From an optimization exercise on the open Yosys and OpenROAD flow, aimed at small area; shortcuts taken in it are not production practice. Only simulation tests tie the RTL to the original design; equivalence was not proved. No driver is modelled on the clock port, so clock power and skew are understated where the tree is cut down; a real chip needs a root buffer or a tree. Power figures rest on the tool's default switching activity, not on a simulated workload.

==> flow/design.v <==
module top_wrapper (
    input  wire       clk,
    input  wire       rst_n,
    input  wire       start_sample,
    input  wire       din1,
    output wire       cs_n,
    output wire       sclk,
    output wire       dac_sclk,
    output wire       dac_cs,
    output wire       dac_mosi,
    output wire       tx
);
  wire rst = !rst_n;
  reg  [8:0] lf;
  reg        sc;
  wire       term = (lf == 9'd364);
  wire       E    = term & !sc;
  always @(posedge clk) begin
    if (rst | term) lf <= 9'd0;
    else            lf <= {lf[7:0], ~(lf[8] ^ lf[4])};
    if (rst)        sc <= 1'b0;
    else if (term)  sc <= ~sc;
  end
  assign sclk     = sc;
  assign dac_sclk = sc;
  reg  [4:0] as;
  reg        db;                  
  wire adc_w1 = (as == 5'd17);
  wire adc_w2 = (as == 5'd18);
  wire       aset = (as == 5'd19) | (&as & !start_sample);
  wire [4:0] at   = {&as[3:0], &as[2:0], &as[1:0], as[0], 1'b1};
  always @(posedge clk) begin
    if (rst) as <= 5'd31;
    else if (E) as <= (as ^ at) | {5{aset}};
    if (E) db <= din1;
  end
  assign cs_n = as[4];
  reg [4:0] ds;
  wire       dset = (ds == 5'd16) | (ds == 5'd30 & !start_sample);
  wire [4:0] dt   = {&ds[3:0], &ds[2:0], &ds[1:0], ds[0], 1'b1};
  always @(posedge clk) begin
    if (rst) ds <= 5'd30;
    else if (E) ds <= dset ? 5'd30 : (ds ^ dt);
  end
  assign dac_cs   = ds[4];
  assign dac_mosi = !ds[4] & (ds[3] | ds[2]);
  reg [3:0] u;
  reg       pb;           
  reg       nb;           
  reg       txr;
  reg  [3:0] w;
  reg        e, f;
  wire push = (adc_w1 | adc_w2) & !f;
  wire pop  = (u == 4'd0) & !e;
  wire w0   = (w == 4'd0);
  wire w15  = (w == 4'd15);
  wire push_only = push & !pop;
  wire pop_only  = pop & !push;
  wire wu = E & push_only & !w15;
  wire wd = E & pop_only;
  wire [3:0] wt = {(wu & w[0] & w[1] & w[2]) | (wd & !w[0] & !w[1] & !w[2]),
                   (wu & w[0] & w[1])        | (wd & !w[0] & !w[1]),
                   (wu & w[0])               | (wd & !w[0]),
                   wu | wd};
  always @(posedge clk) begin
    if (rst) begin
      w <= 4'd0; e <= 1'b0; f <= 1'b0;
    end else begin
      w <= w ^ wt;
      if (E) begin
        e <= !push_only & (w0 | !start_sample);
        f <= !pop_only & (w15 | !start_sample);
      end
    end
  end
  reg  [6:0] ph;
  wire       cy  = &ph[2:0];
  wire       pp  = E & pop;
  wire       pu  = cy & !pp;
  wire       pdn = pp & !cy;
  wire [6:0] pt  = {(pu & ph[3] & ph[4] & ph[5]) | (pdn & !ph[3] & !ph[4] & !ph[5]),
                    (pu & ph[3] & ph[4])         | (pdn & !ph[3] & !ph[4]),
                    (pu & ph[3])                 | (pdn & !ph[3]),
                    pu | pdn,
                    ph[1] & ph[0], ph[0], 1'b1};
  always @(posedge clk) begin
    if (rst) ph <= 7'd0;
    else     ph <= ph ^ pt;
  end
  reg  [127:0] R;
  reg  [3:0]   hr;                            
  wire [2:0]   bi   = ph[2:0];
  wire         atw  = (ph[6:3] == w);
  wire         wlo  = atw & (as[4:3] == 2'b01) & (bi == ~as[2:0]);
  wire         whi  = atw & adc_w2 & !(w15 & pb);
  wire         rin  = wlo ? db : whi ? (!bi[2] & hr[3]) : R[127];
  wire         hin  = (as[4:2] == 3'b001 && ph[1:0] == ~as[1:0]) ? db : hr[3];
  always @(posedge clk) begin
    R  <= {R[126:0], rin};
    hr <= {hr[2:0], hin};
  end
  wire rd = !u[3] & (ph[6:3] == {4{pb}}) & (ph[2:0] == u[2:0]);
  always @(posedge clk) begin
    if (rd) nb <= R[127] & (pb | !w0);
    if (rst) begin
      u <= 4'd14; txr <= 1'b1;
    end else if (E) begin
      if (u == 4'd8) u <= 4'd14;
      else if (u != 4'd14 || !e) u <= u + 4'd1;
      txr <= u[3] | nb;
      pb  <= (u == 4'd0) ? !e : (pb & !u[3]);
    end
  end
  assign tx = txr;
endmodule
export LEC_CHECK = 0
export CAP_MARGIN = 20
export CORE_MARGIN = 2
export CORE_UTILIZATION = 70
export SLEW_MARGIN = 20
create_clock -name core_clock -period 10.0 [get_ports {clk}]
standard.sh (not shown) runs the stock make flow with config.mk's settings and CLKGATE_MAP_FILE= SYNTH_SCRIPT=/design/flow/synth_recipe.tcl, a recipe that flattens the netlist after the stock synthesis.
==> flow/flow/run.sh <==
#!/bin/bash
# Standard layout, except that the clock tree is built by flow/cts_tree.tcl
# (a root buffer and CTS_NLEAF or more group buffers, each driving the
# flip-flops of one area), and the ports are buffered with the smallest
# buffer. Each tool's output goes to standard.log and the ORFS logs.
set -euo pipefail
export PRE_CTS_TCL="$PWD/flow/cts_tree.tcl"
export CTS_NLEAF=8
export CTS_SLEW_TARGET_PS=115
export CTS_LEAF_CELL=sky130_fd_sc_hd__clkbuf_8
export CTS_ROOT_CELL=sky130_fd_sc_hd__clkbuf_1
export BUFFER_PORTS_ARGS="-inputs -outputs -buffer_cell sky130_fd_sc_hd__buf_1"
bash standard.sh > standard.log 2>&1
==> flow/flow/cts_tree.tcl <==
# A small clock tree in place of TritonCTS. The clock flip-flops are split
# into groups by position (balanced k-means), each group is driven by one
# clock buffer at its centre, and one root buffer between the clock port and
# the group buffers. The number of groups starts at CTS_NLEAF and grows until
# the largest slew at a flip-flop clock pin, estimated from the placement,
# is at most CTS_SLEW_TARGET_PS.

proc cts_groups {sinks nleaf} {
  set n [llength $sinks]
  set sorted [lsort -real -index 1 [lmap s $sinks {list $s [expr {[lindex $s 1] + [lindex $s 2]}]}]]
  set cx {}; set cy {}
  for {set k 0} {$k < $nleaf} {incr k} {
    set s [lindex [lindex $sorted [expr {int(($k + 0.5) * $n / $nleaf)}]] 0]
    lappend cx [lindex $s 1]; lappend cy [lindex $s 2]
  }
  set cap [expr {int(ceil(1.0 * $n / $nleaf)) + 2}]
  for {set iter 0} {$iter < 30} {incr iter} {
    set pairs {}
    set i 0
    foreach s $sinks {
      for {set k 0} {$k < $nleaf} {incr k} {
        set d [expr {abs([lindex $s 1] - [lindex $cx $k]) + abs([lindex $s 2] - [lindex $cy $k])}]
        lappend pairs [list $d $i $k]
      }
      incr i
    }
    set pairs [lsort -real -index 0 $pairs]
    set asg [lrepeat $n -1]
    set cnt [lrepeat $nleaf 0]
    foreach p $pairs {
      lassign $p d i k
      if {[lindex $asg $i] >= 0} continue
      if {[lindex $cnt $k] >= $cap} continue
      lset asg $i $k
      lset cnt $k [expr {[lindex $cnt $k] + 1}]
    }
    set sx [lrepeat $nleaf 0.0]; set sy [lrepeat $nleaf 0.0]
    for {set i 0} {$i < $n} {incr i} {
      set k [lindex $asg $i]
      lset sx $k [expr {[lindex $sx $k] + [lindex [lindex $sinks $i] 1]}]
      lset sy $k [expr {[lindex $sy $k] + [lindex [lindex $sinks $i] 2]}]
    }
    for {set k 0} {$k < $nleaf} {incr k} {
      if {[lindex $cnt $k] > 0} {
        lset cx $k [expr {[lindex $sx $k] / [lindex $cnt $k]}]
        lset cy $k [expr {[lindex $sy $k] / [lindex $cnt $k]}]
      }
    }
  }
  return [list $asg $cx $cy $cnt]
}

proc cts_place {inst x y} {
  set m [$inst getMaster]
  $inst setLocation [expr {int($x - [$m getWidth] / 2)}] [expr {int($y - [$m getHeight] / 2)}]
  $inst setPlacementStatus PLACED
}

proc cts_build {sinks nleaf} {
  set block [ord::get_db_block]
  set db [ord::get_db]
  set clknet [$block findNet clk]
  lassign [cts_groups $sinks $nleaf] asg cx cy cnt
  puts "custom cts: $nleaf groups, sizes $cnt"
  set root [odb::dbInst_create $block [$db findMaster $::env(CTS_ROOT_CELL)] "clkbuf_root"]
  set rnet [odb::dbNet_create $block "clknet_root"]
  $rnet setSigType CLOCK
  [$root findITerm A] connect $clknet
  [$root findITerm X] connect $rnet
  set mx 0.0; set my 0.0
  for {set k 0} {$k < $nleaf} {incr k} {
    set mx [expr {$mx + [lindex $cx $k] / $nleaf}]
    set my [expr {$my + [lindex $cy $k] / $nleaf}]
  }
  cts_place $root $mx $my
  set lmaster [$db findMaster $::env(CTS_LEAF_CELL)]
  set n [llength $sinks]
  for {set k 0} {$k < $nleaf} {incr k} {
    set buf [odb::dbInst_create $block $lmaster "clkbuf_leaf_$k"]
    set net [odb::dbNet_create $block "clknet_leaf_$k"]
    $net setSigType CLOCK
    [$buf findITerm A] connect $rnet
    [$buf findITerm X] connect $net
    cts_place $buf [lindex $cx $k] [lindex $cy $k]
    for {set i 0} {$i < $n} {incr i} {
      if {[lindex $asg $i] == $k} {
        set it [lindex [lindex $sinks $i] 0]
        $it disconnect
        $it connect $net
      }
    }
  }
}

proc cts_teardown {sinks nleaf} {
  set block [ord::get_db_block]
  set clknet [$block findNet clk]
  foreach s $sinks {
    set it [lindex $s 0]
    $it disconnect
    $it connect $clknet
  }
  for {set k 0} {$k < $nleaf} {incr k} {
    odb::dbInst_destroy [$block findInst "clkbuf_leaf_$k"]
    odb::dbNet_destroy [$block findNet "clknet_leaf_$k"]
  }
  odb::dbInst_destroy [$block findInst "clkbuf_root"]
  odb::dbNet_destroy [$block findNet "clknet_root"]
}

proc cts_max_slew_ps {} {
  estimate_parasitics -placement
  set worst 0.0
  foreach pin [all_registers -clock_pins -edge_triggered] {
    foreach edge {rise fall} {
      set s [get_property $pin slew_max_$edge]
      set ps [expr {[sta::time_ui_sta $s] * 1e12}]
      if {$ps > $worst} { set worst $ps }
    }
  }
  return $worst
}

proc clock_tree_synthesis {args} {
  set block [ord::get_db_block]
  set clknet [$block findNet clk]
  set sinks {}
  foreach it [$clknet getITerms] {
    set bb [[$it getInst] getBBox]
    lappend sinks [list $it [expr {([$bb xMin] + [$bb xMax]) / 2.0}] [expr {([$bb yMin] + [$bb yMax]) / 2.0}]]
  }
  puts "custom cts: [llength $sinks] sinks"
  set_propagated_clock [all_clocks]
  set nleaf $::env(CTS_NLEAF)
  while {1} {
    cts_build $sinks $nleaf
    set slew [cts_max_slew_ps]
    puts "custom cts: $nleaf groups, estimated worst clock pin slew $slew ps"
    if {$slew <= $::env(CTS_SLEW_TARGET_PS) || $nleaf >= 40} break
    cts_teardown $sinks $nleaf
    incr nleaf
  }
  $clknet setSigType CLOCK
}
The first run completed without violations.
Edit:
--- a/flow/flow/run.sh
+++ b/flow/flow/run.sh
@@ -11 +11 @@
-export CTS_ROOT_CELL=sky130_fd_sc_hd__clkbuf_1
+export CTS_ROOT_CELL=sky130_fd_sc_hd__clkbuf_16
--- a/flow/flow/cts_tree.tcl
+++ b/flow/flow/cts_tree.tcl
@@ -16 +16 @@
-  set cap [expr {int(ceil(1.0 * $n / $nleaf)) + 2}]
+  set cap [expr {int(ceil(1.0 * $n / $nleaf))}]
@@ -22 +22 @@
-        set d [expr {abs([lindex $s 1] - [lindex $cx $k]) + abs([lindex $s 2] - [lindex $cy $k])}]
+        set d [expr {pow([lindex $s 1] - [lindex $cx $k], 2) + pow([lindex $s 2] - [lindex $cy $k], 2)}]
- CORE_UTILIZATION: 70 -> 60
The changed run finished with timing, DRC and antenna clean.
Wire length is lower by 5.7%.
Design area is about the same.
Utilization is lower by 9.7 points.
Cell count is higher by 4.1%.
Global-route usage is lower by 2.9 points.
Register-to-register slack is worse by 0.03 ns.
Setup slack is better by 0.43 ns.
Edit:
- CORE_UTILIZATION: 60 -> 70
=>
- The changed run completed with no timing, DRC or antenna violations
- maximum frequency goes down slightly
- clock power rose by a few percent
- setup slack is worse by 0.047 ns
- cell area is about the same
- area after synthesis stays the same
Edit:
--- a/flow/flow/run.sh
+++ b/flow/flow/run.sh
@@ -10,2 +10,2 @@
-export CTS_LEAF_CELL=sky130_fd_sc_hd__clkbuf_8
-export CTS_ROOT_CELL=sky130_fd_sc_hd__clkbuf_16
+export CTS_LEAF_CELL=sky130_fd_sc_hd__buf_6
+export CTS_ROOT_CELL=sky130_fd_sc_hd__clkbuf_4
--- a/flow/flow/cts_tree.tcl
+++ b/flow/flow/cts_tree.tcl
@@ -16 +16 @@
-  set cap [expr {int(ceil(1.0 * $n / $nleaf))}]
+  set cap [expr {int(ceil(1.0 * $n / $nleaf)) + 2}]
@@ -22 +22 @@
-        set d [expr {pow([lindex $s 1] - [lindex $cx $k], 2) + pow([lindex $s 2] - [lindex $cy $k], 2)}]
+        set d [expr {abs([lindex $s 1] - [lindex $cx $k]) + abs([lindex $s 2] - [lindex $cy $k])}]
- CORE_UTILIZATION: 70 -> 80
The new run completed without violations.
Wire length increases by 37%.
Worst setup slack gains 0.014 ns.
Maximum frequency increases by 0.40%.
Critical path depth does not change.
Utilization increases by 10 points.
Edit:
--- a/flow/flow/run.sh
+++ b/flow/flow/run.sh
@@ -10,2 +10,2 @@
-export CTS_LEAF_CELL=sky130_fd_sc_hd__buf_6
-export CTS_ROOT_CELL=sky130_fd_sc_hd__clkbuf_4
+export CTS_LEAF_CELL=sky130_fd_sc_hd__clkbuf_8
+export CTS_ROOT_CELL=sky130_fd_sc_hd__clkbuf_16
- CORE_UTILIZATION: 80 -> 70
Worst setup slack degrades by 0.089 ns.
Maximum frequency shrinks by a few percent.
Power climbs slightly.
Edit:
- CORE_UTILIZATION: 70 -> 60
Result: Cell area went up slightly; routed wire length came out lower by roughly a tenth; final cell count increases by a few percent; first-iteration DRC count went down by well over a third; worst setup slack gains 0.13 ns; core utilization came out lower by 9.4 points; via count is lower by a few percent; synthesized cell count stays the same; register-to-register slack is about the same; fmax came out higher by a few percent.
No run of this note takes its clock network from TritonCTS; it comes from the design's own scripts or RTL.

separate check: timing with driven ports:
The results above use ideal ports. As a check the final layouts listed here were re-extracted and re-timed, cells and wires unchanged.
Step 1 (the two cells are an assumption about what drives the block):
set clk [get_ports {clk}]
set_driving_cell -lib_cell sky130_fd_sc_hd__clkbuf_16 $clk
set_driving_cell -lib_cell sky130_fd_sc_hd__buf_2 [delete_from_list [all_inputs] $clk]
Step 2 adds t to the input delays and takes it off the output delays; t is the mean of the earliest and latest rising clock arrival at the registers after step 1. Input paths then give back, and output paths get back, about the clock's delay inside the block.
Three values: no drivers, after step 1, after step 2; two values: the first two.
run | t (ns) | slack for setup (ns) | hold WS [ns] | worst setup path after step 2
the first run | 1.166 | 6.132 / 6.102 / 6.171 | 0.326 / 0.326 / 0.326 | input to register
the second run | 0.380 | 6.563 / 6.568 / 6.188 | 0.328 / 0.328 / 0.328 | input to register
the third run | 0.377 | 6.515 / 6.519 / 6.143 | 0.322 / 0.322 / 0.322 | input to register
the fourth run | 0.522 | 6.529 / 6.525 / 6.004 | 0.312 / 0.312 / 0.312 | input to register
the fifth run | 0.368 | 6.440 / 6.447 / 6.079 | 0.328 / 0.328 / 0.328 | input to register
the sixth run | 0.371 | 6.573 / 6.579 / 6.208 | 0.324 / 0.324 / 0.324 | input to register
After both steps every run listed still meets setup and hold. For the fourth run, which loses most, drivers alone change the setup slack by -0.004 ns; drivers and shift together by -0.525 ns.
